From an optimization exercise on the open Yosys and OpenROAD flow, aimed at small area, a short achievable clock period and few clock cycles per item; shortcuts taken in it are not production practice. RTL that was checked went through simulation tests only; none was proved equivalent to the original. Function not checked in runs 1, 5 and 6: the RTL went through the layout flow alone. Power figures rest on the tool's default switching activity, not on a simulated workload.

### design/flow/config.mk
export PLATFORM = sky130hd
export DESIGN_NAME = lc4_processor
export DESIGN_NICKNAME = lc4_processor
export VERILOG_FILES = /design/flow/design.v
export SDC_FILE = /design/flow/constraint.sdc
export NUM_CORES = 4
export LEC_CHECK = 0
export CAP_MARGIN = 50
export CORE_MARGIN = 2
export CORE_UTILIZATION = 40
export SLEW_MARGIN = 70
### design/flow/constraint.sdc
create_clock -name core_clock -period 38.0 [get_ports {clk}]
set_input_delay 7.6000 -clock core_clock [delete_from_list [all_inputs] [get_ports {clk}]]
set_output_delay 7.6000 -clock core_clock [all_outputs]
set_load 0.01 [all_outputs]
### design/flow/design.v
`timescale 1ns / 1ps
`default_nettype none
`timescale 1ns / 1ps
`default_nettype none
`timescale 1ns / 1ps
`default_nettype none
`timescale 1ns / 1ps
`default_nettype none
module lc4_fastadd #(parameter N = 16)
   (input  wire [N-1:0] a,
    input  wire [N-1:0] b,
    input  wire         ci,
    output wire [N-1:0] s,
    output wire         co);
   localparam L = 5;                          
   wire [N:0] g [0:L];
   wire [N:0] p [0:L];
   assign g[0] = {a & b, ci};
   assign p[0] = {a ^ b, 1'b0};
   genvar l, i;
   generate
      for (l = 0; l < L; l = l + 1) begin : lev
         for (i = 0; i <= N; i = i + 1) begin : bi
            if ((i >> l) & 1) begin : comb
               localparam integer J = ((i >> (l + 1)) << (l + 1)) + (1 << l) - 1;
               assign g[l + 1][i] = g[l][i] | (p[l][i] & g[l][J]);
               assign p[l + 1][i] = p[l][i] & p[l][J];
            end else begin : pass
               assign g[l + 1][i] = g[l][i];
               assign p[l + 1][i] = p[l][i];
            end
         end
      end
   endgenerate
   assign s  = p[0][N:1] ^ g[L][N-1:0];
   assign co = g[L][N];
endmodule
`timescale 1ns / 1ps
`default_nettype none
`timescale 1ns / 1ps
`default_nettype none
module lc4_processor(input wire         clk,
                     input wire         rst,
                     input wire         gwe,
                     output wire [15:0] o_cur_pc,
                     input wire [15:0]  i_cur_insn_A,
                     input wire [15:0]  i_cur_insn_B,
                     output wire [15:0] o_dmem_addr,
                     input wire [15:0]  i_cur_dmem_data,
                     output wire        o_dmem_we,
                     output wire [15:0] o_dmem_towrite,
                     output wire [ 1:0] test_stall_A,
                     output wire [ 1:0] test_stall_B,
                     output wire [15:0] test_cur_pc_A,
                     output wire [15:0] test_cur_pc_B,
                     output wire [15:0] test_cur_insn_A,
                     output wire [15:0] test_cur_insn_B,
                     output wire        test_regfile_we_A,
                     output wire        test_regfile_we_B,
                     output wire [ 2:0] test_regfile_wsel_A,
                     output wire [ 2:0] test_regfile_wsel_B,
                     output wire [15:0] test_regfile_data_A,
                     output wire [15:0] test_regfile_data_B,
                     output wire        test_nzp_we_A,
                     output wire        test_nzp_we_B,
                     output wire [ 2:0] test_nzp_new_bits_A,
                     output wire [ 2:0] test_nzp_new_bits_B,
                     output wire        test_dmem_we_A,
                     output wire        test_dmem_we_B,
                     output wire [15:0] test_dmem_addr_A,
                     output wire [15:0] test_dmem_addr_B,
                     output wire [15:0] test_dmem_data_A,
                     output wire [15:0] test_dmem_data_B,
                     input  wire [ 7:0] switch_data,
                     output wire [15:0] seven_segment_data,
                     output wire [ 7:0] led_data
                     );
   localparam S   = 2;                        
   localparam NCH = 16 / S;                   
   reg [15:0] pc;                             
   reg [15:0] pc_o;                           
   reg        d_valid;                        
   reg [15:0] d_insn;                         
   reg        m_valid;                        
   reg [15:0] m_pc, m_insn, m_res, m_sdata;
   reg [15:0] m_addr;                         
   reg        m_rwe, m_nzp_we, m_load, m_store_we;
   reg [2:0]  m_wsel;
   reg        w_stall;                        
   reg [15:0] w_pc, w_insn, w_data, w_addr;
   reg        w_rwe, w_nzp_we, w_dwe, w_mem;
   reg [2:0]  w_wsel, w_nzp;
   reg [15:0] rf [0:7];
   reg [2:0]  nzp;
   reg [15:0] dv_r;                           
   reg [15:0] dv_aq;                          
   reg [2:0]  dv_cnt;                         
   wire [15:0] I  = d_insn;
   wire [3:0]  op = I[15:12];
   wire op_br   = op == 4'b0000;
   wire op_ar   = op == 4'b0001;
   wire op_cmp  = op == 4'b0010;
   wire op_jsr  = op == 4'b0100;
   wire op_log  = op == 4'b0101;
   wire op_ldr  = op == 4'b0110;
   wire op_str  = op == 4'b0111;
   wire op_rti  = op == 4'b1000;
   wire op_con  = op == 4'b1001;
   wire op_sh   = op == 4'b1010;
   wire op_jmp  = op == 4'b1100;
   wire op_hic  = op == 4'b1101;
   wire op_trap = op == 4'b1111;
   wire is_sub   = op_ar & ~I[5] & (I[4:3] == 2'b10);
   wire is_mul   = op_ar & ~I[5] & (I[4:3] == 2'b01);
   wire is_div   = op_ar & ~I[5] & (I[4:3] == 2'b11);
   wire is_mod   = op_sh & (I[5:4] == 2'b11);
   wire is_divmod = is_div | is_mod;
   wire [2:0] rs_sel = (op_cmp | op_hic) ? I[11:9] : op_rti ? 3'd7 : I[8:6];
   wire [2:0] rt_sel = op_str ? I[11:9] : I[2:0];
   wire rs_re = op_ar | op_cmp | (op_jsr & ~I[11]) | op_log | op_ldr | op_str |
                op_rti | op_sh | (op_jmp & ~I[11]) | op_hic;
   wire rt_re = (op_ar & ~I[5]) | (op_cmp & ~I[8]) |
                (op_log & ~I[5] & (I[4:3] != 2'b01)) | op_str | is_mod;
   wire x_rwe = op_ar | op_jsr | op_log | op_ldr | op_con | op_sh | op_hic | op_trap;
   wire [2:0] x_wsel = (op_jsr | op_trap) ? 3'd7 : I[11:9];
   wire x_nzp_we = x_rwe | op_cmp;
   wire m_fwd = m_valid & m_rwe & ~m_load;
   wire [15:0] r_86  = (m_fwd && m_wsel == I[8:6])  ? m_res : rf[I[8:6]];
   wire [15:0] r_119 = (m_fwd && m_wsel == I[11:9]) ? m_res : rf[I[11:9]];
   wire [15:0] r_20  = (m_fwd && m_wsel == I[2:0])  ? m_res : rf[I[2:0]];
   wire [15:0] r_7   = (m_fwd && m_wsel == 3'd7)    ? m_res : rf[7];
   wire [15:0] rs_val = (op_cmp | op_hic) ? r_119 : op_rti ? r_7 : r_86;
   wire [15:0] rt_val = op_str ? r_119 : r_20;
   wire m_ld = m_valid & m_load;
   wire br_real = op_br & (I[11:9] != 3'b000);
   wire lu_stall = m_ld & (((m_wsel == rs_sel) & rs_re) | ((m_wsel == rt_sel) & rt_re) | br_real);
   wire div_stall;
   wire x_stall = d_valid & (lu_stall | div_stall);
   wire [15:0] a = rs_val;
   wire [15:0] b = rt_val;
   wire [15:0] imm5 = {{11{I[4]}}, I[4:0]};
   wire [15:0] imm6 = {{10{I[5]}}, I[5:0]};
   wire [15:0] imm7 = {{9{I[6] & ~I[7]}}, I[6:0]};   
   wire [15:0] imm9 = {{7{I[8]}}, I[8:0]};
   wire addsub_neg = is_sub | op_cmp | is_divmod;
   wire [15:0] add_bsrc = (op_ldr | op_str) ? imm6 :
                          (op_ar & I[5])    ? imm5 :
                          (op_cmp & I[8])   ? imm7 : b;
   wire cmp_signed = ~I[7];
   wire a_x = op_cmp & cmp_signed & a[15];
   wire b_x = op_cmp & cmp_signed & add_bsrc[15];
   wire [16:0] sum;
   lc4_fastadd #(17) u_add (.a({a_x, a}), .b({b_x, add_bsrc} ^ {17{addsub_neg}}), .ci(addsub_neg),
                            .s(sum), .co());
   wire cmp_eq = (sum[15:0] == 16'd0);
   wire [15:0] cmp_res = cmp_eq ? 16'h0000 : sum[16] ? 16'hFFFF : 16'h0001;
   wire [15:0] mul_res = r_86 * r_20;       
   wire [15:0] logic_res = (I[5] | I[4:3] == 2'b00) ? (a & (I[5] ? imm5 : b)) :
                           (I[4:3] == 2'b01)        ? ~a :
                           (I[4:3] == 2'b10)        ? (a | b) : (a ^ b);
   wire [15:0] shl = a << I[3:0];
   wire [31:0] shr_w = {{16{I[4] & a[15]}}, a} >> I[3:0];
   wire [15:0] shr = shr_w[15:0];
   wire [15:0] da = r_86;                     
   wire [15:0] db = r_20;
   wire dv_first = (dv_cnt == 3'd0);
   wire [15:0] dvr [0:S];
   wire [S-1:0] dvq;
   wire [15:0] dv_aq_in = dv_first ? da : dv_aq;
   assign dvr[0] = dv_first ? 16'd0 : dv_r;
   genvar k;
   generate for (k = 0; k < S; k = k + 1) begin : dstep
      wire [16:0] sh = {dvr[k], dv_aq_in[15 - k]};
      wire [16:0] df;
      wire ge;
      lc4_fastadd #(17) u_sub (.a(sh), .b(~{1'b0, db}), .ci(1'b1), .s(df), .co(ge));
      assign dvq[S - 1 - k] = ge;
      assign dvr[k + 1] = ge ? df[15:0] : sh[15:0];
   end endgenerate
   wire [15:0] dv_aq_step = {dv_aq_in[15-S:0], dvq};
   wire b_zero = (db == 16'd0);
   wire lz16 = sum[16];                       
   wire lz8  = ({8'd0, da[15:8]} < db);         
   wire lz4  = ({4'd0, da[15:4]} < db);         
   wire dv_now  = dv_first & (b_zero | lz16);
   wire dv_last = (dv_cnt == NCH - 1);
   assign div_stall = is_divmod & ~dv_now & ~dv_last;
   wire [15:0] div_res = dv_now ? 16'd0 : dv_aq_step;
   wire [15:0] mod_res = dv_now ? (b_zero ? 16'd0 : da) : dvr[S];
   wire sk4 = dv_first & lz4;
   wire sk8 = dv_first & lz8 & ~lz4;
   wire [15:0] dv_r_n  = sk4 ? {4'd0, da[15:4]} : sk8 ? {8'd0, da[15:8]} : dvr[S];
   wire [15:0] dv_aq_n = sk4 ? {da[3:0], 12'd0} : sk8 ? {da[7:0], 8'd0} : dv_aq_step;
   wire [2:0] dv_cnt_n = sk4 ? 3'd6 : sk8 ? 3'd4 : dv_cnt + 3'd1;
   wire [15:0] pc1 = pc;                      
   wire [15:0] d_pc = pc - 16'd1;
   reg [15:0] x_res;
   always @(*) begin
      case (op)
        4'b0001: x_res = is_mul ? mul_res : sum[15:0];
        4'b0010: x_res = cmp_res;
        4'b0101: x_res = logic_res;
        4'b0110, 4'b0111: x_res = sum[15:0];
        4'b1001: x_res = imm9;
        4'b1010: x_res = (I[5:4] == 2'b00) ? shl : shr;
        4'b1101: x_res = {I[7:0], a[7:0]};
        default: x_res = pc1;    
      endcase
   end
   wire m_nzw = m_valid & m_nzp_we;
   wire [2:0] m_nzp_bits = {m_res[15], m_res == 16'd0, ~m_res[15] & (m_res != 16'd0)};
   wire [2:0] cur_nzp = m_nzw ? m_nzp_bits : (~w_stall & w_nzp_we) ? w_nzp : nzp;
   wire br_taken = op_br & ((I[11:9] & cur_nzp) != 3'b000) & (I[8:0] != 9'd0);
   wire jmp_rel  = op_jmp & I[11] & (I[10:0] != 11'd0);
   wire [15:0] rel_tgt;
   lc4_fastadd #(16) u_tgt (.a(pc1), .b(op_br ? imm9 : {{5{I[10]}}, I[10:0]}), .ci(1'b0),
                            .s(rel_tgt), .co());
   wire redirect = d_valid & (br_taken | jmp_rel | op_jsr | op_rti | (op_jmp & ~I[11]) | op_trap);
   wire [15:0] tgt = (op_br | op_jmp & I[11]) ? rel_tgt :
                     (op_jsr & I[11])          ? {d_pc[15], I[10:0], 4'b0000} :
                     op_trap                   ? {8'h80, I[7:0]} : a;
   wire [15:0] w_data_n = m_load ? i_cur_dmem_data : m_store_we ? m_sdata : m_res;
   wire m_mem = m_load | m_store_we;
   always @(posedge clk) begin
      if (gwe) begin
         if (rst) begin
            pc      <= 16'h8200;
            pc_o    <= 16'h8200;
            d_valid <= 1'b0;
            m_valid <= 1'b0;
            w_stall <= 1'b1;
            nzp     <= 3'b000;
            dv_cnt  <= 3'd0;
         end else begin
            if (!x_stall) begin
               pc      <= redirect ? tgt : pc + 16'd1;
               pc_o    <= redirect ? tgt : pc_o + 16'd1;
               d_valid <= ~redirect;
               d_insn  <= i_cur_insn_A;
            end
            if (d_valid & is_divmod & ~lu_stall)
               dv_cnt <= div_stall ? dv_cnt_n : 3'd0;
            m_valid <= d_valid & ~x_stall;
            w_stall <= ~m_valid;
            if (~w_stall & w_nzp_we) nzp <= w_nzp;
         end
         dv_r  <= dv_r_n;
         dv_aq <= dv_aq_n;
         m_pc       <= d_pc;
         m_insn     <= d_insn;
         m_res      <= is_divmod ? (is_div ? div_res : mod_res) : x_res;    
         m_addr     <= sum[15:0];
         m_sdata    <= rt_val;
         m_rwe      <= x_rwe;
         m_nzp_we   <= x_nzp_we;
         m_wsel     <= x_wsel;
         m_load     <= op_ldr;
         m_store_we <= op_str & d_valid & ~x_stall & ~rst;
         w_pc     <= m_pc;
         w_insn   <= m_insn;
         w_data   <= w_data_n;
         w_addr   <= m_mem ? m_addr : 16'd0;
         w_rwe    <= m_rwe;
         w_nzp_we <= m_nzp_we;
         w_wsel   <= m_wsel;
         w_dwe    <= m_store_we;
         w_mem    <= m_mem;
         w_nzp    <= {w_data_n[15], w_data_n == 16'd0, ~w_data_n[15] & (w_data_n != 16'd0)};
      end
   end
   genvar g;
   generate for (g = 0; g < 8; g = g + 1) begin : regs
      always @(posedge clk) begin
         if (gwe) begin
            if (rst) rf[g] <= 16'd0;
            else if (m_valid & m_rwe & (m_wsel == g)) rf[g] <= m_load ? i_cur_dmem_data : m_res;
         end
      end
   end endgenerate
   assign o_cur_pc       = pc_o;
   assign o_dmem_addr    = m_addr;
   assign o_dmem_we      = m_store_we;
   assign o_dmem_towrite = m_sdata;
   assign test_stall_A        = {1'b0, w_stall};
   assign test_cur_pc_A       = w_pc;
   assign test_cur_insn_A     = w_insn;
   assign test_regfile_we_A   = w_rwe;
   assign test_regfile_wsel_A = w_wsel;
   assign test_regfile_data_A = w_data;
   assign test_nzp_we_A       = w_nzp_we;
   assign test_nzp_new_bits_A = w_nzp;
   assign test_dmem_we_A      = w_dwe;
   assign test_dmem_addr_A    = w_addr;
   assign test_dmem_data_A    = w_mem ? w_data : 16'd0;
   assign test_stall_B        = 2'd1;
   assign test_cur_pc_B       = 16'd0;
   assign test_cur_insn_B     = 16'd0;
   assign test_regfile_we_B   = 1'b0;
   assign test_regfile_wsel_B = 3'd0;
   assign test_regfile_data_B = 16'd0;
   assign test_nzp_we_B       = 1'b0;
   assign test_nzp_new_bits_B = 3'd0;
   assign test_dmem_we_B      = 1'b0;
   assign test_dmem_addr_B    = 16'd0;
   assign test_dmem_data_B    = 16'd0;
   assign seven_segment_data = 16'h0000;
   assign led_data = 8'h00;
endmodule
### design/flow/run.sh
#!/bin/bash
# synth_recipe.tcl (not shown) runs the flow's synth.tcl, then flattens the netlist and writes it again
# the make line also repeats each setting of config.mk as NAME=value (left out here)
make -C /OpenROAD-flow-scripts/flow DESIGN_CONFIG=/design/flow/config.mk WORK_HOME=/design/flow/orfs CLKGATE_MAP_FILE= SYNTH_SCRIPT=/design/flow/synth_recipe.tcl finish
==> impl_metrics.yaml, run 1 <==
drt:
  ant_nets: 0
  route.met2.wl_microns: 54500
  wl_met1_microns: 48900
  avgRoutedWirePerCell_microns: 26.8
  drc: 0
  routed_via_density: 6.07
  wl_met3_microns: 12900
  routed.top_layer: "met5"
  first_pass_iters: 8
  drt-initial-drc-count: 3268
  vias: 28000
  drt_wl_total_microns: 123000
clock_network:
  post_cts_buffers: 0
  numClockSinks: 377
  cts.clk_slew.worst_paths_ns: 0.06
  cts_resized: 0
  numCtsBuffers: 45
  cts_hold_buf: 0
  root_buffer: "clkbuf_16"
  cts_tree: "built"
  htree_levels: 2
  clk_latency_ns: 0.60
  clockBufferDepth: 3
setup_path:
  crit_path_end_kind: "output port"
  r2r_setup_slack_ns: 29.10
  path_class: "reg -> out"
  path_cells: "and2_1 > clkdlybuf4s50_1"
  critical-path-slowest-cell: "edfxtp_1"
  required_ns: 30.40
  startpoint: "w_mem"
  cp_max_fo: 16
  critPathArrivalTime_ns: 1.92
  start_kind: "register"
  r2r-start: "d_insn[2]"
  cpPeakStageDelay_ns: 0.58
synth:
  synth.area.top_cells: "edfxtp_1 (36%), ha_1 (6.2%), fa_1 (5.8%), mux2i_1 (4.4%), a21oi_1 (3.6%)"
  yosysWarnings: 4
  synth_top_area_cell: "edfxtp_1"
  yosysTopAreaCellShare_pct: 35.6
  netlist_instances: 3343
  synth-edff-count: 377
  ys_seq_elements: 377
  synthFlopType: "edfxtp_1"
  syn_area_per_cell_sq_um: 9.52
  synth.cell_area_sq_mm: 0.0318
  synth-seq-area-share_pct: 35.6
  synthArstFlopShare_pct: 0
  synth.distinct_cells: 99
pwr:
  power_density_mw_per_mm2: 63.2
  p_leak_uw: 0.0147
  vdd_ir_drop_max_mv: 0.0869
layout:
  regArea_sq_mm: 0.0113
  nNetsFinal: 3835
  diodes: 0
  nFillCells: 7454
  final_common_cell: "edfxtp_1"
  drive_gt1_share_pct: 14.2
  fin_cells: 4607
  multi_input_area_sq_mm: 0.0193
  area_delta_synth_final_pct: 17.5
  largest_reg_flops: 128
  regMostFlops: "rf"
  final_cell_mix: "edfxtp_1 (377), nor2_1 (261), nand2_1 (259)"
  final_area_sq_mm: 0.0374
timing:
  grt_setup_unrepaired: "no"
  fin_crit_ns: 9.52
  max_freq_ghz: 0.105
  hold_violations: 0
  setup_slack_ns: 28.48
  fin_setup_tns_ns: 0
  post-route-period-util_pct: 25.1
  report.final.slew_viol_count: 0
  setup_viol: 0
  clock_skew_ns: 0.0418
global_routing:
  grt_max_degree: 56
  grt_pass1_vias: 26200
  antenna_found_initial: 2
  grt_pass1_wl_microns: 179000
  grt_use_total_pct: 29.4
  grt_overflow: 0
floorplanning:
  die-area_sq_mm: 0.0819
  die_h_microns: 286
  start_util_pct: 40.4
  ios: 314
  core_area_sq_mm: 0.0789
  row_count: 103
  dieWidth_microns: 286
placement:
  dpl_cell_area_sq_mm: 0.0356
  port-buffer-count: 173
  dpl.cell_count: 4520
  gp_congestion: 1.02
  dpl.hpwl_microns: 91100
  place_ws_ns: 28.59
min_path:
  hp-class: "reg -> reg"
  min_from: "m_insn[7]"
run:
  maxCapViolCount: 0
status:
  status: "finished clean"
## per-stage QoR
stage / utilization, % / hold slack (ns) / power (uW)
3_5_place_dp: 45.1 / 0.405 / 1870
3_3_place_gp: 43.6 / 0.402 / 1790
2_1_floorplan: - / 0.400 / 1390
4_1_cts: 47.0 / 0.416 / 2330
5_1_grt: 47.4 / 0.420 / 2500
6_report: 47.4 / 0.416 / 2360
## area by class of cell
type | instances | area share (%)
multi-input combinational | 2521 | 51.6
sequential | 377 | 30.3
timing repair buffer | 336 | 8.12
tap | 1050 | 3.51
clock buffer | 50 | 3.12
inverter | 244 | 2.48
clock inverter | 29 | 0.966
## routing by layer
| metal | vias up | track usage, % |
|---|---|---|
| met1 | 13700 | 39.3 |
| li1 | 12300 | - |
| met3 | 339 | 6.24 |
| met5 | - | 0 |
| met4 | 4 | 15.0 |
| met2 | 1633 | 45.0 |
## cells by family after synthesis
family                     synth area share (%)
DFF                                        35.6
muxes                                      7.41
xor gates and xnor gates                   4.09
AOI/OAI and AO/OA                          18.2
adders and majority gates                  12.1
and+or+nand+nor                            14.4
buffers and inverters                      8.31
other                                    0.0236
## path summary, 6_finish.rpt
check,endpoint,cells after the start
max,test_dmem_data_A[0],2
min,w_insn[7],0
max reg2reg,m_res[7],32
min reg2reg,w_insn[7],0
## critical path, delay by kind of cell, from the launching register on
kind                   cells  cell delay [ns]
DFF                        1             0.58
and+or+nand+nor            1             0.20
buffers and inverters      1             0.55
## cell usage after synthesis (12+ instances only)
cell type  instances
a211oi_1          40
o221a_2           15
buf_1             16
o21a_1            31
mux2_2            33
a22o_1            12
o22ai_1           57
xnor2_1          104
or2_2             19
o221ai_1          18
o21ai_1           15
nand2b_1          69
or3_1             17
and3_1            19
a221o_1           14
nand3_1           51
nand3b_1          14
o21ai_0          166
nor2_1           272
inv_1            235
nor4_1            17
o21bai_1          15
o211ai_1          20
clkbuf_1         120
nor3_1            61
a21oi_1          228
a221oi_1          47
mux4_2            26
and2_1            40
nor2b_1           53
buf_4            127
edfxtp_1         377
ha_1             158
mux2i_1          140
buf_2             51
nand2_1          265
fa_1              93
xor2_1            42
o31ai_1           15
a21o_1            36
## power breakdown
group          internal (uW)  switching (uW)
Sequential               523            28.1
Combinational            537             820
Clock                    275             180
==> run 2, diff against run 1 <==
--- a/design/flow/design.v
+++ b/design/flow/design.v
@@ -80,6 +80,7 @@
    reg [15:0] pc;                             
    reg [15:0] pc_o;                           
    reg        d_valid;                        
+   reg [2:0]  d_rs, d_rt;                     
    reg [15:0] d_insn;                         
    reg        m_valid;                        
    reg [15:0] m_pc, m_insn, m_res, m_sdata;
@@ -95,6 +96,11 @@
    reg [15:0] dv_r;                           
    reg [15:0] dv_aq;                          
    reg [2:0]  dv_cnt;                         
+   wire [3:0] f_op = i_cur_insn_A[15:12];
+   wire [2:0] f_rs = (f_op == 4'b0010 || f_op == 4'b1101) ? i_cur_insn_A[11:9] :    
+                     (f_op == 4'b1000)                    ? 3'd7 :                  
+                                                            i_cur_insn_A[8:6];
+   wire [2:0] f_rt = (f_op == 4'b0111) ? i_cur_insn_A[11:9] : i_cur_insn_A[2:0];   
    wire [15:0] I  = d_insn;
    wire [3:0]  op = I[15:12];
    wire op_br   = op == 4'b0000;
@@ -115,8 +121,8 @@
    wire is_div   = op_ar & ~I[5] & (I[4:3] == 2'b11);
    wire is_mod   = op_sh & (I[5:4] == 2'b11);
    wire is_divmod = is_div | is_mod;
-   wire [2:0] rs_sel = (op_cmp | op_hic) ? I[11:9] : op_rti ? 3'd7 : I[8:6];
-   wire [2:0] rt_sel = op_str ? I[11:9] : I[2:0];
+   wire [2:0] rs_sel = d_rs;                  
+   wire [2:0] rt_sel = d_rt;
    wire rs_re = op_ar | op_cmp | (op_jsr & ~I[11]) | op_log | op_ldr | op_str |
                 op_rti | op_sh | (op_jmp & ~I[11]) | op_hic;
    wire rt_re = (op_ar & ~I[5]) | (op_cmp & ~I[8]) |
@@ -125,12 +131,8 @@
    wire [2:0] x_wsel = (op_jsr | op_trap) ? 3'd7 : I[11:9];
    wire x_nzp_we = x_rwe | op_cmp;
    wire m_fwd = m_valid & m_rwe & ~m_load;
-   wire [15:0] r_86  = (m_fwd && m_wsel == I[8:6])  ? m_res : rf[I[8:6]];
-   wire [15:0] r_119 = (m_fwd && m_wsel == I[11:9]) ? m_res : rf[I[11:9]];
-   wire [15:0] r_20  = (m_fwd && m_wsel == I[2:0])  ? m_res : rf[I[2:0]];
-   wire [15:0] r_7   = (m_fwd && m_wsel == 3'd7)    ? m_res : rf[7];
-   wire [15:0] rs_val = (op_cmp | op_hic) ? r_119 : op_rti ? r_7 : r_86;
-   wire [15:0] rt_val = op_str ? r_119 : r_20;
+   wire [15:0] rs_val = (m_fwd && m_wsel == rs_sel) ? m_res : rf[rs_sel];
+   wire [15:0] rt_val = (m_fwd && m_wsel == rt_sel) ? m_res : rf[rt_sel];
    wire m_ld = m_valid & m_load;
    wire br_real = op_br & (I[11:9] != 3'b000);
    wire lu_stall = m_ld & (((m_wsel == rs_sel) & rs_re) | ((m_wsel == rt_sel) & rt_re) | br_real);
@@ -154,15 +156,15 @@
                             .s(sum), .co());
    wire cmp_eq = (sum[15:0] == 16'd0);
    wire [15:0] cmp_res = cmp_eq ? 16'h0000 : sum[16] ? 16'hFFFF : 16'h0001;
-   wire [15:0] mul_res = r_86 * r_20;       
+   wire [15:0] mul_res = a * b;
    wire [15:0] logic_res = (I[5] | I[4:3] == 2'b00) ? (a & (I[5] ? imm5 : b)) :
                            (I[4:3] == 2'b01)        ? ~a :
                            (I[4:3] == 2'b10)        ? (a | b) : (a ^ b);
    wire [15:0] shl = a << I[3:0];
    wire [31:0] shr_w = {{16{I[4] & a[15]}}, a} >> I[3:0];
    wire [15:0] shr = shr_w[15:0];
-   wire [15:0] da = r_86;                     
-   wire [15:0] db = r_20;
+   wire [15:0] da = a;
+   wire [15:0] db = b;
    wire dv_first = (dv_cnt == 3'd0);
    wire [15:0] dvr [0:S];
    wire [S-1:0] dvq;
@@ -237,6 +239,8 @@
                pc_o    <= redirect ? tgt : pc_o + 16'd1;
                d_valid <= ~redirect;
                d_insn  <= i_cur_insn_A;
+               d_rs    <= f_rs;
+               d_rt    <= f_rt;
             end
             if (d_valid & is_divmod & ~lu_stall)
                dv_cnt <= div_stall ? dv_cnt_n : 3'd0;
==> design/flow/flow/run.sh (new file) <==
#!/bin/bash
set -euo pipefail
cat >> config.mk <<'EOC'
export BUFFER_PORTS_ARGS = -buffer_cell sky130_fd_sc_hd__buf_4
EOC
bash standard.sh > flow.log 2>&1
==> design/flow/standard.sh (new file) <==
#!/bin/bash
# synth_recipe.tcl (not shown) runs the flow's synth.tcl, then flattens the netlist and writes it again
# the make line also repeats each setting of config.mk as NAME=value (left out here)
make -C /OpenROAD-flow-scripts/flow DESIGN_CONFIG=/design/flow/config.mk WORK_HOME=/design/flow/orfs CLKGATE_MAP_FILE= SYNTH_SCRIPT=/design/flow/synth_recipe.tcl "${@:-finish}"
--- a/design/flow/config.mk
+++ b/design/flow/config.mk
@@ -9,3 +9,4 @@
 export CORE_MARGIN = 2
 export CORE_UTILIZATION = 40
 export SLEW_MARGIN = 70
+export BUFFER_PORTS_ARGS = -buffer_cell sky130_fd_sc_hd__buf_4
removed: design/flow/run.sh
==> run 2 against run 1 <==
Compared with the run above: largest power group unchanged; setup slack improved by 0.16 ns; register-to-register slack improved by 0.52 ns; hold slack improved by 0.0036 ns; first-iteration DRC count decreased by 22%; clock-buffer cell count decreased by 7; fmax increased by 1.8%; synthesized cell count decreased by 7.5%; flip-flop and latch count increased by 6; clock power decreased by 13%; sequential share of layout area increased by 3.2 points.
==> impl_metrics.yaml, run 2 <==
drt:
  routed_via_density: 5.85
  drt-initial-drc-count: 2558
  vias: 24800
  avgRoutedWirePerCell_microns: 24.3
  first_pass_iters: 6
  ant_nets: 0
  drt_wl_total_microns: 103000
  drc: 0
setup_path:
  start_kind: "register"
  path_class: "reg -> out"
  crit_path_end_kind: "output port"
  critical-path-slowest-cell: "edfxtp_1"
  required_ns: 30.40
  cpMostUsedCell: "buf_4"
  cpPeakStageDelay_ns: 0.51
  cp_max_fo: 8
  path_cells: "buf_4 > buf_2 > and2_1 > buf_4"
  reg2reg_depth: 27
  critPathArrivalTime_ns: 1.76
clock_network:
  cts_hold_buf: 0
  clk_latency_ns: 0.60
  cts.clk_slew.worst_paths_ns: 0.06
  cts_resized: 0
  clockBufferDepth: 3
  root_buffer: "clkbuf_16"
  post_cts_buffers: 0
  numClockSinks: 383
  numCtsBuffers: 39
  htree_levels: 2
  cts_tree: "built"
placement:
  dpl_cell_area_sq_mm: 0.0329
  dpl.hpwl_microns: 74700
  gp_congestion: 0.994
  port-buffer-count: 173
global_routing:
  grt_pass1_vias: 23600
  grt_use_total_pct: 26.0
  grt_overflow: 0
  grt_max_degree: 71
  grt_pass1_wl_microns: 152000
  antenna_found_initial: 1
layout:
  drive_gt1_share_pct: 17.5
  final_common_cell: "edfxtp_1"
  nFillCells: 7021
  largest_reg_flops: 128
  area_delta_synth_final_pct: 13.8
  regArea_sq_mm: 0.0115
  final_cell_mix: "edfxtp_1 (383), nor2_1 (276), buf_4 (235)"
  multi_input_area_sq_mm: 0.0172
  nNetsFinal: 3558
  final_area_sq_mm: 0.0344
  regMostFlops: "rf"
floorplanning:
  die_h_microns: 279
  row_count: 100
  dieWidth_microns: 279
  die-area_sq_mm: 0.0778
  core_area_sq_mm: 0.0747
  start_util_pct: 40.5
  ios: 314
timing:
  holdWs_ns: 0.419
  fin_crit_ns: 9.36
  hold_violations: 0
  report.final.slew_viol_count: 0
  fin_setup_tns_ns: 0
  setup_viol: 0
  max_freq_ghz: 0.107
  post-route-period-util_pct: 24.6
  grt_setup_unrepaired: "no"
  clock_skew_ns: 0.0446
synth:
  ys_seq_elements: 383
  synth_most_common_cell: "edfxtp_1"
  syn_area_per_cell_sq_um: 9.78
  synth.area.top_cells: "edfxtp_1 (38%), ha_1 (6.9%), fa_1 (6.2%), mux2i_1 (3.6%), nor2_1 (3.5%)"
  synth_top_area_cell: "edfxtp_1"
  synthTopCellsByCount: "edfxtp_1 (383), nor2_1 (285), nand2_1 (227)"
  synth-edff-count: 383
  yosysTopAreaCellShare_pct: 38.0
  synth.distinct_cells: 99
  synth-seq-area-share_pct: 38.0
  synthFlopType: "edfxtp_1"
  netlist_instances: 3093
  synth.cell_area_sq_mm: 0.0303
  synthArstFlopShare_pct: 0
  yosysWarnings: 4
status:
  status: "finished clean"
min_path:
  hold_depth: 0
  hp-class: "reg -> reg"
pwr:
  p_leak_uw: 0.0138
  power_density_mw_per_mm2: 67.1
  total_power_uw: 2310
  vdd_ir_drop_max_mv: 0.119
run:
  maxCapViolCount: 0
## run 2: changes by cell type after synthesis, moves of 21 or more
cell	before	now
a21oi_1	228	197
xnor2_1	104	79
a221oi_1	47	26
nand2_1	265	227
mux2i_1	140	109
## run 2: through the flow
stage	std cells	util [%]	worst slack (ns)
floorplan	3207	-	27.23
global placement	4113	43.0	27.63
detailed placement	4157	44.1	28.32
CTS	4227	45.8	28.62
global route	4238	46.1	28.57
finish	4240	46.1	28.64
## run 2: cell type report
class,instances,share of cell area [%]
multi-input combinational,2290,50.0
sequential,383,33.4
timing repair buffer,299,6.83
tap,969,3.52
clock buffer,43,2.88
inverter,227,2.53
clock inverter,27,0.825
antenna,2,0.0145
## run 2: worst paths after layout
check | slack [ns] | from | endpoint
setup reg to reg | 29.62 | m_load | m_res[13]
hold reg to reg | 0.42 | m_pc[12] | w_pc[12]
setup / recovery | 28.64 | w_mem | test_dmem_data_A[4]
hold / removal | 0.42 | m_pc[12] | w_pc[12]
## run 2: cells by family (layout without fill, tap and decap cells)
family          Yosys count  in the layout  share of synthesized area (%)
other cells               2            118                         0.0248
xor+xnor                131            131                           3.98
flops                   383            383                           38.0
mux                     168            168                           6.85
buf+inv                 534            596                           8.38
fa+ha+maj               259            259                           13.0
compound gates          750            750                           16.1
simple gates            866            866                           13.6
## run 2: per-layer routing
layer	part of all wire, %	global-route usage [%]
met1	41	35.3
met2	45	40.1
met3	9.5	5.44
met4	4.7	11.5
met5	0.013	0
## run 2: power by group
group	switching, uW	internal [uW]	leakage [uW]
logic	817	545	0.00949
registers	26.0	530	0.00375
clock network	175	219	0.000610
## run 2: critical path: cells and delay by family (launching register included)
family	cells	cell delay (ns)
and+or+nand+nor	1	0.15
buffers and inverters	3	0.53
DFF	1	0.51
Testbench counts of run 2, summed over its fixed seeds: cycles 73,510, instructions 64,000.
==> run 3, diff against run 2 <==
--- a/design/flow/config.mk
+++ b/design/flow/config.mk
@@ -5,8 +5,8 @@
 export SDC_FILE = /design/flow/constraint.sdc
 export NUM_CORES = 4
 export LEC_CHECK = 0
-export CAP_MARGIN = 50
+export CAP_MARGIN = 20
 export CORE_MARGIN = 2
 export CORE_UTILIZATION = 40
-export SLEW_MARGIN = 70
+export SLEW_MARGIN = 20
 export BUFFER_PORTS_ARGS = -buffer_cell sky130_fd_sc_hd__buf_4
==> run 3 against run 2 <==
Compared with the run above: die area unchanged; largest cell class unchanged; final cell count down 1.2%; clock power about the same; first-iteration DRC count up 0.27%.
==> impl_metrics.yaml, run 3 <==
timing:
  fin_crit_ns: 9.72
  slew_headroom_pct: 21.1
  clock_skew_ns: 0.0389
  setup_viol: 0
  max_freq_ghz: 0.103
  fin_setup_tns_ns: 0
  report.final.slew_viol_count: 0
  tightest_slew_ns: 1.17
  hold_violations: 0
  post-route-period-util_pct: 25.6
  grt_setup_unrepaired: "no"
drt:
  ant_nets: 0
  drt_wl_total_microns: 103000
  vias: 24700
  first_pass_iters: 6
  drt-initial-drc-count: 2565
  routed.top_layer: "met4"
  route.met2.wl_microns: 46100
  avgRoutedWirePerCell_microns: 24.5
  drc: 0
  routed_via_density: 5.89
  wl_met3_microns: 9920
  wl_met1_microns: 41900
clock_network:
  clockBufferDepth: 3
  htree_levels: 2
  cts_hold_buf: 0
  numClockSinks: 383
  cts_resized: 0
  root_buffer: "clkbuf_16"
  clk_latency_ns: 0.59
  numCtsBuffers: 40
  post_cts_buffers: 0
  cts_tree: "built"
  cts.clk_slew.worst_paths_ns: 0.06
synth:
  synth.area.top_cells: "edfxtp_1 (38%), ha_1 (6.9%), fa_1 (6.2%), mux2i_1 (3.6%), nor2_1 (3.5%)"
  syn_area_per_cell_sq_um: 9.78
  synth-seq-area-share_pct: 38.0
  synthArstFlopShare_pct: 0
  netlist_instances: 3093
  synth.cell_area_sq_mm: 0.0303
  synth_most_common_cell: "edfxtp_1"
  synthTopCellsByCount: "edfxtp_1 (383), nor2_1 (285), nand2_1 (227)"
  synth-edff-count: 383
  yosysWarnings: 4
  synth_top_area_cell: "edfxtp_1"
  synthFlopType: "edfxtp_1"
  ys_seq_elements: 383
  yosysTopAreaCellShare_pct: 38.0
  synth.distinct_cells: 99
layout:
  final_cell_mix: "edfxtp_1 (383), nor2_1 (285), buf_4 (243)"
  regArea_sq_mm: 0.0115
  nFillCells: 7177
  nNetsFinal: 3506
  largest_reg_flops: 128
  final_common_cell: "edfxtp_1"
  drive_gt1_share_pct: 12.9
  regMostFlops: "rf"
  final_area_sq_mm: 0.0334
  multi_input_area_sq_mm: 0.0167
  area_delta_synth_final_pct: 10.5
floorplanning:
  ios: 314
  start_util_pct: 40.5
  dieWidth_microns: 279
  die-area_sq_mm: 0.0778
  row_count: 100
  die_h_microns: 279
  core_area_sq_mm: 0.0747
min_path:
  hp-class: "reg -> reg"
  hold_depth: 0
  min_from: "m_pc[8]"
  min_to: "w_pc[8]"
pwr:
  vdd_ir_drop_max_mv: 0.110
  power_density_mw_per_mm2: 67.3
  p_leak_uw: 0.0134
run:
  maxCapViolCount: 0
global_routing:
  grt_pass1_vias: 23500
  grt_pass1_wl_microns: 152000
  antenna_found_initial: 0
  grt_overflow: 0
  grt_use_total_pct: 25.9
  grt_max_degree: 93
setup_path:
  reg2reg_depth: 26
  cp_max_fo: 92
  r2r-start: "d_rs[0]"
  rr_endpoint: "m_res[15]"
  r2r_setup_slack_ns: 28.78
  required_ns: 38.20
  start_kind: "input pin"
  critPathArrivalTime_ns: 9.92
  crit_path_end_kind: "register"
  path_class: "in -> reg"
placement:
  dpl.hpwl_microns: 73700
  gp_congestion: 0.994
  dpl_cell_area_sq_mm: 0.0321
  port-buffer-count: 173
status:
  status: "finished clean"
## run 3: logic make-up after synthesis
logic type / count (synthesis) / share of synthesized area, %
simple gates: 866 / 13.6
compound gates: 750 / 16.1
buf+inv: 534 / 8.38
flops: 383 / 38.0
fa+ha+maj: 259 / 13.0
mux: 168 / 6.85
xor+xnor: 131 / 3.98
other cells: 2 / 0.0248
## run 3: report_power, final
part | total, uW | switching [uW] | internal, uW | leakage (uW)
registers | 560 | 29.5 | 530 | 0.00375
logic | 1300 | 793 | 508 | 0.00908
clock network | 391 | 171 | 220 | 0.000622
## run 3: final cells by class
| cell class | count | area share [%] |
|---|---|---|
| Clock inverter | 23 | 0.674 |
| Timing Repair Buffer | 246 | 5.59 |
| Sequential cell | 383 | 34.4 |
| Tap cell | 969 | 3.63 |
| Clock buffer | 49 | 3.16 |
| Multi-Input combinational cell | 2290 | 50.0 |
| Antenna cell | 1 | 0.00748 |
| Inverter | 227 | 2.56 |
## run 3: how the worst max path moves through the flow
stage                     from  endpoint  slack, ns  cells after the start
after global routing       gwe  rf[1][8]      28.15                      3
after detailed placement   gwe  rf[3][7]      27.60                      3
after floorplan            gwe   d_valid      27.23                      2
after global placement     gwe  rf[2][4]      27.63                      3
final                      gwe  rf[1][3]      28.28                      3
after CTS                  gwe  rf[2][6]      28.22                      3
## run 3: per-layer routing
layer,vias to the layer above,global-route usage [%]
li1,11100,-
met1,12100,35.3
met2,1263,40.5
met3,245,4.59
met4,0,11.0
met5,-,0
## run 3: stage by stage
| stage | hold slack (ns) | total power (uW) | worst slack [ns] | instances | utilization (%) |
|---|---|---|---|---|---|
| 2_1_floorplan | 0.400 | 1430 | 27.23 | 3207 | - |
| 3_3_place_gp | 0.401 | 1830 | 27.63 | 4113 | 43.0 |
| 3_5_place_dp | 0.405 | 1840 | 27.60 | 4113 | 43.0 |
| 4_1_cts | 0.419 | 2230 | 28.22 | 4185 | 44.7 |
| 5_1_grt | 0.421 | 2390 | 28.15 | 4187 | 44.8 |
| 6_report | 0.418 | 2250 | 28.28 | 4188 | 44.8 |
## run 3: worst max-delay path, stage by stage
cell and delay (ns):
buf_8 0.52, buf_4 0.78, and2_1 0.96
==> run 4, diff against run 3 <==
--- a/design/flow/config.mk
+++ b/design/flow/config.mk
@@ -5,8 +5,8 @@
 export SDC_FILE = /design/flow/constraint.sdc
 export NUM_CORES = 4
 export LEC_CHECK = 0
-export CAP_MARGIN = 20
+export CAP_MARGIN = 30
 export CORE_MARGIN = 2
 export CORE_UTILIZATION = 40
-export SLEW_MARGIN = 20
+export SLEW_MARGIN = 50
 export BUFFER_PORTS_ARGS = -buffer_cell sky130_fd_sc_hd__buf_4
==> run 4 against run 3 <==
Compared with the run above: total power rose by 2.0%; sequential share of layout area shrank 0.26 points; largest cell class unchanged; fmax increased by 3.2%; global-route usage barely moved; register-to-register slack better by 0.20 ns; non-clock buffer count is 2 higher.
==> impl_metrics.yaml, run 4 <==
floorplanning:
  ios: 314
  die_h_microns: 279
  row_count: 100
  start_util_pct: 40.5
  core_area_sq_mm: 0.0747
  dieWidth_microns: 279
  die-area_sq_mm: 0.0778
drt:
  ant_nets: 0
  avgRoutedWirePerCell_microns: 24.6
  routed_via_density: 5.92
  drt_wl_total_microns: 103000
  vias: 24800
  first_pass_iters: 6
  drt-initial-drc-count: 2777
  drc: 0
global_routing:
  grt_pass1_wl_microns: 151000
  grt_overflow: 0
  grt_max_degree: 93
  antenna_found_initial: 0
  grt_use_total_pct: 25.8
  grt_pass1_vias: 23400
synth:
  muxShareOfSynthArea_pct: 6.85
  synth-seq-area-share_pct: 38.0
  netlist_instances: 3093
  syn_area_per_cell_sq_um: 9.78
  synthSimpleGateAreaFrac_pct: 13.6
  synth.area.top_cells: "edfxtp_1 (38%), ha_1 (6.9%), fa_1 (6.2%), mux2i_1 (3.6%), nor2_1 (3.5%)"
  synthFlopType: "edfxtp_1"
  ys_seq_elements: 383
  synth_top_family_by_area: "compound AO/OA/AOI/OAI gates"
  synth-edff-count: 383
  synthTopCellsByCount: "edfxtp_1 (383), nor2_1 (285), nand2_1 (227)"
  synth_compound_area_share_pct: 16.1
  synth_top_area_cell: "edfxtp_1"
  synth.distinct_cells: 99
  synth_xor_area_share_pct: 3.98
  yosysWarnings: 4
  synth.cell_area_sq_mm: 0.0303
  yosysTopAreaCellShare_pct: 38.0
  synthArstFlopShare_pct: 0
  synth-adder-area-share_pct: 13.0
  synth_most_common_cell: "edfxtp_1"
layout:
  area_delta_synth_final_pct: 11.4
  nFillCells: 7062
  drive_gt1_share_pct: 13.7
  nNetsFinal: 3508
  diodes: 0
  largest_reg_flops: 128
  final_common_cell: "edfxtp_1"
  regMostFlops: "rf"
  final_cell_mix: "edfxtp_1 (383), nor2_1 (283), buf_4 (239)"
  fin_cells: 4191
  final_area_sq_mm: 0.0337
pwr:
  total_power_uw: 2300
  p_leak_uw: 0.0135
  power_density_mw_per_mm2: 68.1
  vdd_ir_drop_max_mv: 0.112
timing:
  fin_setup_tns_ns: 0
  grt_setup_unrepaired: "no"
  slew_headroom_pct: 48.2
  hold_violations: 0
  post-route-period-util_pct: 24.8
  setup_slack_ns: 28.58
  clock_skew_ns: 0.0457
  max_freq_ghz: 0.106
  setup_viol: 0
  report.final.slew_viol_count: 0
  tightest_slew_ns: 0.768
  fin_crit_ns: 9.42
status:
  status: "finished clean"
setup_path:
  reg2reg_depth: 25
  crit_path_end_kind: "register"
  start_kind: "input pin"
  cp_max_fo: 32
  path_class: "in -> reg"
  critPathArrivalTime_ns: 9.86
  required_ns: 38.44
clock_network:
  cts_tree: "built"
  post_cts_buffers: 0
  clk_latency_ns: 0.60
  cts_resized: 0
  clockBufferDepth: 3
  cts.clk_slew.worst_paths_ns: 0.06
  htree_levels: 2
  numCtsBuffers: 40
  root_buffer: "clkbuf_16"
  cts_hold_buf: 0
  numClockSinks: 383
min_path:
  hold_depth: 0
  hp-class: "reg -> reg"
run:
  maxCapViolCount: 0
placement:
  dpl.hpwl_microns: 73700
  gp_congestion: 0.994
  dpl_cell_area_sq_mm: 0.0322
  place_ws_ns: 28.02
  port-buffer-count: 173
  dpl.cell_count: 4115
==> run 4: cell counts after synthesis <==
Identical to the previous run, type by type.
==> run 4: worst paths after layout <==
kind / slack, ns / to / startpoint
setup / recovery: 28.58 / pc[15] / rst
hold reg to reg: 0.41 / w_insn[5] / m_insn[5]
hold / removal: 0.41 / w_insn[5] / m_insn[5]
setup reg to reg: 28.98 / m_res[15] / d_rs[2]
==> run 4: kinds of logic after synthesis <==
kind of cell	Yosys count
DFF	383
and+or+nand+nor	866
buffers and inverters	534
other	2
AOI/OAI and AO/OA	750
muxes	168
adders and majority gates	259
xor gates and xnor gates	131
==> run 4: power breakdown <==
group          switching [uW]  leakage [uW]  internal (uW)
combinational             799       0.00911            508
clock                     175      0.000692            254
sequential               29.7       0.00375            530
total                    1000        0.0135           1290
==> run 4: stage by stage <==
stage	hold slack [ns]	util (%)
2_1_floorplan	0.400	-
3_3_place_gp	0.401	43.0
3_5_place_dp	0.405	43.1
4_1_cts	0.413	45.0
5_1_grt	0.425	45.1
6_report	0.413	45.1
==> run 4: metal layers <==
metal / vias to the layer above / wire, microns / GRT usage [%]
met1: 12100 / 41800 / 34.9
met5: - / 0 / 0
met3: 260 / 10300 / 5.36
li1: 11100 / - / -
met2: 1306 / 46200 / 40.4
met4: 0 / 4800 / 10.8
==> run 4: worst max-delay path: stages <==
cell,delay [ns]
buf_4,0.39
inv_1,0.43
nand2_1,0.44
inv_1,0.24
or3_1,0.38
mux2i_1,0.20
or3_1,0.14
==> run 4: cell type report <==
class / count / area, sq um / area share, %
multi-input combinational: 2290 / 16800 / 49.8
sequential: 383 / 11500 / 34.1
timing repair buffer: 248 / 1920 / 5.71
tap: 969 / 1210 / 3.60
clock buffer: 45 / 1040 / 3.09
inverter: 227 / 855 / 2.54
clock inverter: 29 / 388 / 1.15
==> run 5, diff against run 4 <==
--- a/design/flow/design.v
+++ b/design/flow/design.v
@@ -89,12 +89,12 @@
    reg [2:0]  m_wsel;
    reg        w_stall;                        
    reg [15:0] w_pc, w_insn, w_data, w_addr;
-   reg        w_rwe, w_nzp_we, w_dwe, w_mem;
+   reg        w_rwe, w_nzp_we, w_dwe, w_mem, w_mem_hi;    
    reg [2:0]  w_wsel, w_nzp;
    reg [15:0] rf [0:7];
    reg [2:0]  nzp;
-   reg [15:0] dv_r;                           
-   reg [15:0] dv_aq;                          
+   wire [15:0] dv_r  = m_addr;
+   wire [15:0] dv_aq = m_sdata;
    reg [2:0]  dv_cnt;                         
    wire [3:0] f_op = i_cur_insn_A[15:12];
    wire [2:0] f_rs = (f_op == 4'b0010 || f_op == 4'b1101) ? i_cur_insn_A[11:9] :    
@@ -187,6 +187,7 @@
    wire dv_now  = dv_first & (b_zero | lz16);
    wire dv_last = (dv_cnt == NCH - 1);
    assign div_stall = is_divmod & ~dv_now & ~dv_last;
+   wire dv_busy = d_valid & div_stall & ~lu_stall;    
    wire [15:0] div_res = dv_now ? 16'd0 : dv_aq_step;
    wire [15:0] mod_res = dv_now ? (b_zero ? 16'd0 : da) : dvr[S];
    wire sk4 = dv_first & lz4;
@@ -248,13 +249,11 @@
             w_stall <= ~m_valid;
             if (~w_stall & w_nzp_we) nzp <= w_nzp;
          end
-         dv_r  <= dv_r_n;
-         dv_aq <= dv_aq_n;
          m_pc       <= d_pc;
          m_insn     <= d_insn;
          m_res      <= is_divmod ? (is_div ? div_res : mod_res) : x_res;    
-         m_addr     <= sum[15:0];
-         m_sdata    <= rt_val;
+         m_addr     <= dv_busy ? dv_r_n  : sum[15:0];
+         m_sdata    <= dv_busy ? dv_aq_n : rt_val;
          m_rwe      <= x_rwe;
          m_nzp_we   <= x_nzp_we;
          m_wsel     <= x_wsel;
@@ -269,6 +268,7 @@
          w_wsel   <= m_wsel;
          w_dwe    <= m_store_we;
          w_mem    <= m_mem;
+         w_mem_hi <= m_insn[15:13] == 3'b011;        
          w_nzp    <= {w_data_n[15], w_data_n == 16'd0, ~w_data_n[15] & (w_data_n != 16'd0)};
       end
    end
@@ -295,7 +295,7 @@
    assign test_nzp_new_bits_A = w_nzp;
    assign test_dmem_we_A      = w_dwe;
    assign test_dmem_addr_A    = w_addr;
-   assign test_dmem_data_A    = w_mem ? w_data : 16'd0;
+   assign test_dmem_data_A    = {w_mem_hi ? w_data[15:8] : 8'd0, w_mem ? w_data[7:0] : 8'd0};
    assign test_stall_B        = 2'd1;
    assign test_cur_pc_B       = 16'd0;
    assign test_cur_insn_B     = 16'd0;
==> run 5 against run 4 <==
Compared with the run above: still clean on timing, DRC and antenna; largest cell class unchanged; largest power group unchanged; total power is 13% lower; sequential share of layout area is 2.0 points lower; combinational power is 15% lower.
==> impl_metrics.yaml, run 5 <==
status:
  status: "finished clean"
floorplanning:
  die-area_sq_mm: 0.0761
  core_area_sq_mm: 0.0731
  die_h_microns: 276
  start_util_pct: 40.5
  row_count: 99
  dieWidth_microns: 276
  ios: 314
layout:
  area_delta_synth_final_pct: 11.4
  nNetsFinal: 3553
  utilization_pct: 45.1
  drive_gt1_share_pct: 13.5
  regMostFlops: "rf"
  final_area_sq_mm: 0.0329
  largest_reg_flops: 128
  final_common_cell: "edfxtp_1"
  final_cell_mix: "edfxtp_1 (352), nor2_1 (273), nand2_1 (254)"
clock_network:
  post_cts_buffers: 0
  clk_latency_ns: 0.60
  numClockSinks: 352
  cts_resized: 0
  cts_tree: "built"
  cts.clk_slew.worst_paths_ns: 0.08
  cts_hold_buf: 0
  root_buffer: "clkbuf_16"
  numCtsBuffers: 42
  htree_levels: 2
  clockBufferDepth: 3
setup_path:
  cpMostUsedCell: "a21oi_1"
  required_ns: 38.31
  crit_path_end_kind: "register"
  path_class: "reg -> reg"
  critPathArrivalTime_ns: 10.07
  cp_num_buf_inv: 6
  cp_max_fo: 42
  start_kind: "register"
  critical-path-slowest-cell: "a211oi_1"
  path_delay_family: "compound AO/OA/AOI/OAI gates"
  cpPeakStageDelay_ns: 0.58
timing:
  report.final.slew_viol_count: 0
  fin_setup_tns_ns: 0
  max_freq_ghz: 0.102
  tightest_slew_ns: 0.787
  grt_setup_unrepaired: "no"
  slew_headroom_pct: 46.2
  setup_viol: 0
  post-route-period-util_pct: 25.7
  hold_violations: 0
  setup_slack_ns: 28.23
  clock_skew_ns: 0.0285
  fin_crit_ns: 9.77
drt:
  ant_nets: 0
  vias: 25300
  drt_wl_total_microns: 106000
  first_pass_iters: 17
  routed_via_density: 5.99
  avgRoutedWirePerCell_microns: 25.2
  drc: 0
  drt-initial-drc-count: 3225
placement:
  place_ws_ns: 28.29
  dpl_cell_area_sq_mm: 0.0316
  gp_congestion: 1.01
  dpl.hpwl_microns: 75600
  port-buffer-count: 173
global_routing:
  grt_max_degree: 69
  grt_pass1_wl_microns: 156000
  grt_use_total_pct: 27.6
  grt_pass1_vias: 23800
  grt_overflow: 0
  antenna_found_initial: 3
synth:
  synth_most_common_cell: "edfxtp_1"
  synth.cell_area_sq_mm: 0.0296
  synth-seq-area-share_pct: 35.7
  synthFlopType: "edfxtp_1"
  yosysWarnings: 4
  ys_seq_elements: 352
  syn_area_per_cell_sq_um: 9.46
  synthArstFlopShare_pct: 0
  synthTopCellsByCount: "edfxtp_1 (352), nor2_1 (277), nand2_1 (255)"
  synth.distinct_cells: 93
  synth_top_area_cell: "edfxtp_1"
  synth.area.top_cells: "edfxtp_1 (36%), ha_1 (7.0%), fa_1 (6.3%), a21oi_1 (3.6%), mux2i_1 (3.6%)"
  synth-edff-count: 352
  yosysTopAreaCellShare_pct: 35.7
  netlist_instances: 3124
pwr:
  vdd_ir_drop_max_mv: 0.109
  power_density_mw_per_mm2: 60.4
  total_power_uw: 1990
  p_leak_uw: 0.0134
run:
  maxCapViolCount: 0
min_path:
  hp-class: "reg -> reg"
-- run 5: worst paths after layout --
check	start	end	slack (ns)	cells past startpoint
setup / recovery	d_rs[1]	m_res[14]	28.23	33
setup reg to reg	d_rs[1]	m_res[14]	28.23	33
hold reg to reg	m_insn[5]	w_insn[5]	0.40	0
hold / removal	m_insn[5]	w_insn[5]	0.40	0
-- run 5: per-layer routing --
layer	global-route usage [%]	part of all wire (%)	wire length (microns)
met2	41.9	44	46700
met1	38.9	42	44900
met3	5.05	9.8	10500
met5	0	0.025	27
met4	10.5	4.1	4370
-- run 5: through the flow --
step / cells / hold WS, ns
floorplan: 3238 / 0.400
global placement: 4148 / 0.402
detailed placement: 4150 / 0.405
CTS: 4224 / 0.408
global route: 4224 / 0.422
finish: 4225 / 0.402
-- run 5: power breakdown --
group          leakage (uW)  switching [uW]  internal, uW  total, uW
Combinational       0.00931             681           437       1120
Sequential          0.00344            26.7           469        496
Clock              0.000607             171           205        376
Total                0.0134             879          1110       1990
-- run 5: area by class of cell --
| cell class | count | area, sq um |
|---|---|---|
| antenna | 1 | 2.50 |
| clock buffer | 51 | 1080 |
| clock inverter | 23 | 165 |
| fill | 7075 | 40100 |
| inverter | 223 | 837 |
| multi-input combinational | 2358 | 17100 |
| sequential | 352 | 10600 |
| tap | 959 | 1200 |
| timing repair buffer | 258 | 1960 |
-- run 5: cells by family after synthesis --
| group | Yosys count | synth area share (%) |
|---|---|---|
| other cells | 2 | 0.0254 |
| flops | 352 | 35.7 |
| mux | 156 | 6.57 |
| simple gates | 889 | 14.2 |
| xor+xnor | 135 | 4.09 |
| compound gates | 803 | 17.6 |
| fa+ha+maj | 259 | 13.3 |
| buf+inv | 528 | 8.42 |
==> run 6, diff against run 5 <==
--- a/design/flow/design.v
+++ b/design/flow/design.v
@@ -78,7 +78,6 @@
    localparam S   = 2;                        
    localparam NCH = 16 / S;                   
    reg [15:0] pc;                             
-   reg [15:0] pc_o;                           
    reg        d_valid;                        
    reg [2:0]  d_rs, d_rt;                     
    reg [15:0] d_insn;                         
@@ -228,7 +227,6 @@
       if (gwe) begin
          if (rst) begin
             pc      <= 16'h8200;
-            pc_o    <= 16'h8200;
             d_valid <= 1'b0;
             m_valid <= 1'b0;
             w_stall <= 1'b1;
@@ -237,7 +235,6 @@
          end else begin
             if (!x_stall) begin
                pc      <= redirect ? tgt : pc + 16'd1;
-               pc_o    <= redirect ? tgt : pc_o + 16'd1;
                d_valid <= ~redirect;
                d_insn  <= i_cur_insn_A;
                d_rs    <= f_rs;
@@ -281,7 +278,7 @@
          end
       end
    end endgenerate
-   assign o_cur_pc       = pc_o;
+   assign o_cur_pc       = pc;
    assign o_dmem_addr    = m_addr;
    assign o_dmem_we      = m_store_we;
    assign o_dmem_towrite = m_sdata;
==> run 6 against run 5 <==
Compared with the run above: still clean on timing, DRC and antenna; fmax is 1.1% lower; clock power hardly changed; non-clock buffer count is 6 higher; clock-buffer cell count is 9 lower; final area is 2.6% lower; hold slack better by 0.0098 ns; utilization is 0.094 points lower; clock skew is 0.0023 ns higher; area after synthesis is 2.8% lower; synthesized cell count is 3.2% lower; combinational power is 4% higher.
==> impl_metrics.yaml, run 6 <==
synth:
  synth-edff-count: 336
  netlist_instances: 3024
  synthTopCellsByCount: "edfxtp_1 (336), nand2_1 (250), nor2_1 (250)"
  synth_most_common_cell: "edfxtp_1"
  synthFlopType: "edfxtp_1"
  synthArstFlopShare_pct: 0
  syn_area_per_cell_sq_um: 9.51
  ys_seq_elements: 336
  synth.distinct_cells: 94
  yosysTopAreaCellShare_pct: 35.1
  synth-seq-area-share_pct: 35.1
  synth.area.top_cells: "edfxtp_1 (35%), ha_1 (7.2%), fa_1 (6.5%), mux2i_1 (3.7%), a21oi_1 (3.5%)"
  synth_top_area_cell: "edfxtp_1"
  synth.cell_area_sq_mm: 0.0287
  yosysWarnings: 4
clock_network:
  htree_levels: 2
  cts_hold_buf: 0
  clockBufferDepth: 3
  root_buffer: "clkbuf_16"
  cts_resized: 0
  cts_tree: "built"
  post_cts_buffers: 0
  cts.clk_slew.worst_paths_ns: 0.06
  numCtsBuffers: 37
  numClockSinks: 336
  clk_latency_ns: 0.58
floorplanning:
  start_util_pct: 40.3
  ios: 314
  die-area_sq_mm: 0.0740
  core_area_sq_mm: 0.0714
  dieWidth_microns: 272
  row_count: 98
  die_h_microns: 272
global_routing:
  grt_max_degree: 69
  grt_overflow: 0
  grt_use_total_pct: 28.3
  grt_pass1_vias: 23100
  grt_pass1_wl_microns: 155000
  antenna_found_initial: 5
drt:
  avgRoutedWirePerCell_microns: 25.8
  ant_nets: 0
  drt-initial-drc-count: 2763
  wl_met3_microns: 9510
  drc: 0
  routed.top_layer: "met5"
  first_pass_iters: 6
  drt_wl_total_microns: 106000
  route.met2.wl_microns: 47200
  wl_met1_microns: 43900
  vias: 24400
  routed_via_density: 5.95
layout:
  fin_cells: 4107
  final_common_cell: "edfxtp_1"
  area_delta_synth_final_pct: 11.6
  regMostFlops: "rf"
  nNetsFinal: 3447
  drive_gt1_share_pct: 14.2
  final_area_sq_mm: 0.0321
  largest_reg_flops: 128
  final_cell_mix: "edfxtp_1 (336), buf_4 (256), nand2_1 (250)"
  utilization_pct: 45.0
setup_path:
  path_class: "reg -> reg"
  cpPeakStageDelay_ns: 0.54
  critPathArrivalTime_ns: 10.11
  start_kind: "register"
  required_ns: 38.24
  cp_max_fo: 46
  crit_path_end_kind: "register"
  critical-path-slowest-cell: "o21ba_2"
timing:
  fin_setup_tns_ns: 0
  report.final.slew_viol_count: 0
  slew_headroom_pct: 47.5
  post-route-period-util_pct: 26.0
  max_freq_ghz: 0.101
  clock_skew_ns: 0.0308
  grt_setup_unrepaired: "no"
  tightest_slew_ns: 0.777
  hold_violations: 0
  fin_crit_ns: 9.87
  setup_viol: 0
pwr:
  vdd_ir_drop_max_mv: 0.123
  p_leak_uw: 0.0130
  power_density_mw_per_mm2: 63.0
  total_power_uw: 2020
placement:
  port-buffer-count: 173
  gp_congestion: 1.02
  dpl_cell_area_sq_mm: 0.0308
  dpl.hpwl_microns: 76400
  dpl.cell_count: 4037
run:
  maxCapViolCount: 0
status:
  status: "finished clean"
min_path:
  hp-class: "reg -> reg"
==> run 6: changes by cell type in the layout (fill, tap and decap cells not counted), sizes merged, moves of 7 or more <==
cell | previous run | this run
xnor2 | 80 | 73
edfxtp | 352 | 336
nor2 | 278 | 250
a31oi | 22 | 15
mux2 | 21 | 33
clkbuf | 52 | 44
nor2b | 48 | 41
and2 | 40 | 47
o21a | 31 | 20
o21bai | 16 | 9
a21oi | 216 | 201
inv | 223 | 210
o221ai | 21 | 10
==> run 6: final timing paths <==
path                                from        to  slack (ns)  cells past startpoint
worst min register to register  m_pc[15]  w_pc[15]        0.41                      0
worst min-delay path            m_pc[15]  w_pc[15]        0.41                      0
worst max-delay path             d_rs[0]  m_res[7]       28.13                     33
worst max register to register   d_rs[0]  m_res[7]       28.13                     33
==> run 6: logic make-up (layout without fill, tap and decap cells) <==
kind of cell               Yosys count  count (layout)  share of synthesized area (%)
buffers and inverters              524             541                           8.68
other                                2             118                         0.0261
DFF                                336             336                           35.1
xor gates and xnor gates           128             128                           4.14
muxes                              164             164                           6.90
and+or+nand+nor                    850             850                           14.1
adders and majority gates          258             258                           13.7
AOI/OAI and AO/OA                  762             762                           17.4
==> run 6: routing by layer <==
metal	GRT usage (%)	vias to the layer above
met3	5.10	244
met4	13.0	10
met2	43.6	1287
met5	0	-
met1	38.7	12000
li1	-	10900
==> run 6: layout make-up <==
cell class / instances / area [sq um]
well taps: 950 / 1190
diodes: 2 / 5.00
flip-flops and latches: 336 / 10100
repair buffers: 264 / 2020
fillers: 6840 / 39300
clock inverters: 22 / 279
multi-input cells: 2278 / 16700
clock buffers: 42 / 966
inverters: 213 / 800
==> run 6: where the power goes <==
part           internal, uW  switching (uW)  total, uW
Sequential              449            27.6        476
Combinational           447             725       1170
Clock                   219             156        375
==> run 6: per-stage QoR <==
step / setup slack [ns] / hold slack [ns]
after floorplan: 28.99 / 0.400
after global placement: 27.99 / 0.401
after detailed placement: 28.21 / 0.405
after CTS: 28.19 / 0.415
after global routing: 27.64 / 0.423
final: 28.13 / 0.412
==> run 6: worst max-delay path: cells and delay by family, from the launching register on <==
kind                     cells  cell delay [ns]
AND/OR/NAND/NOR              5             0.76
adder cells (fa/ha/maj)      2             0.51
AO/OA/AOI/OAI               17             4.87
multiplexers                 2             0.87
buffers and inverters        6             1.93
flip-flops                   1             0.32
XOR/XNOR                     1             0.23

static timing again, ports no longer ideal:
No port has a modelled driver above. Below, the same layouts with a new extraction and two added sets of constraints.
Step 1 assumes that a clkbuf_16 drives the clock port and a buf_2 every other input.
Step 2 times the ports against the registers' clock, not the clock port: input delays grow and output delays shrink by t, the midpoint of the rising clock arrivals with the driver on.
Three values: ideal, step 1, step 2; two values: the first two.
| run | shift t [ns] | setup WS [ns] | worst hold slack (ns) | worst setup path at the end |
|---|---|---|---|---|
| run 1 | 0.637 | 28.479 / 28.417 / 28.533 | 0.416 / 0.416 / 0.416 | input to register |
| run 2 | 0.640 | 28.644 / 28.582 / 28.298 | 0.419 / 0.419 / 0.419 | input to register |
| run 3 | 0.629 | 28.279 / 28.292 / 27.663 | 0.418 / 0.418 / 0.418 | input to register |
| run 4 | 0.643 | 28.580 / 28.620 / 27.978 | 0.413 / 0.413 / 0.413 | input to register |
| run 5 | 0.641 | 28.234 / 28.234 / 28.234 | 0.402 / 0.402 / 0.402 | register to register |
| run 6 | 0.627 | 28.130 / 28.130 / 28.130 | 0.412 / 0.412 / 0.412 | register to register |
After both steps setup and hold are still met in every run listed. For run 3, which loses most, drivers alone change the setup slack by +0.013 ns; drivers and shift together by -0.616 ns.
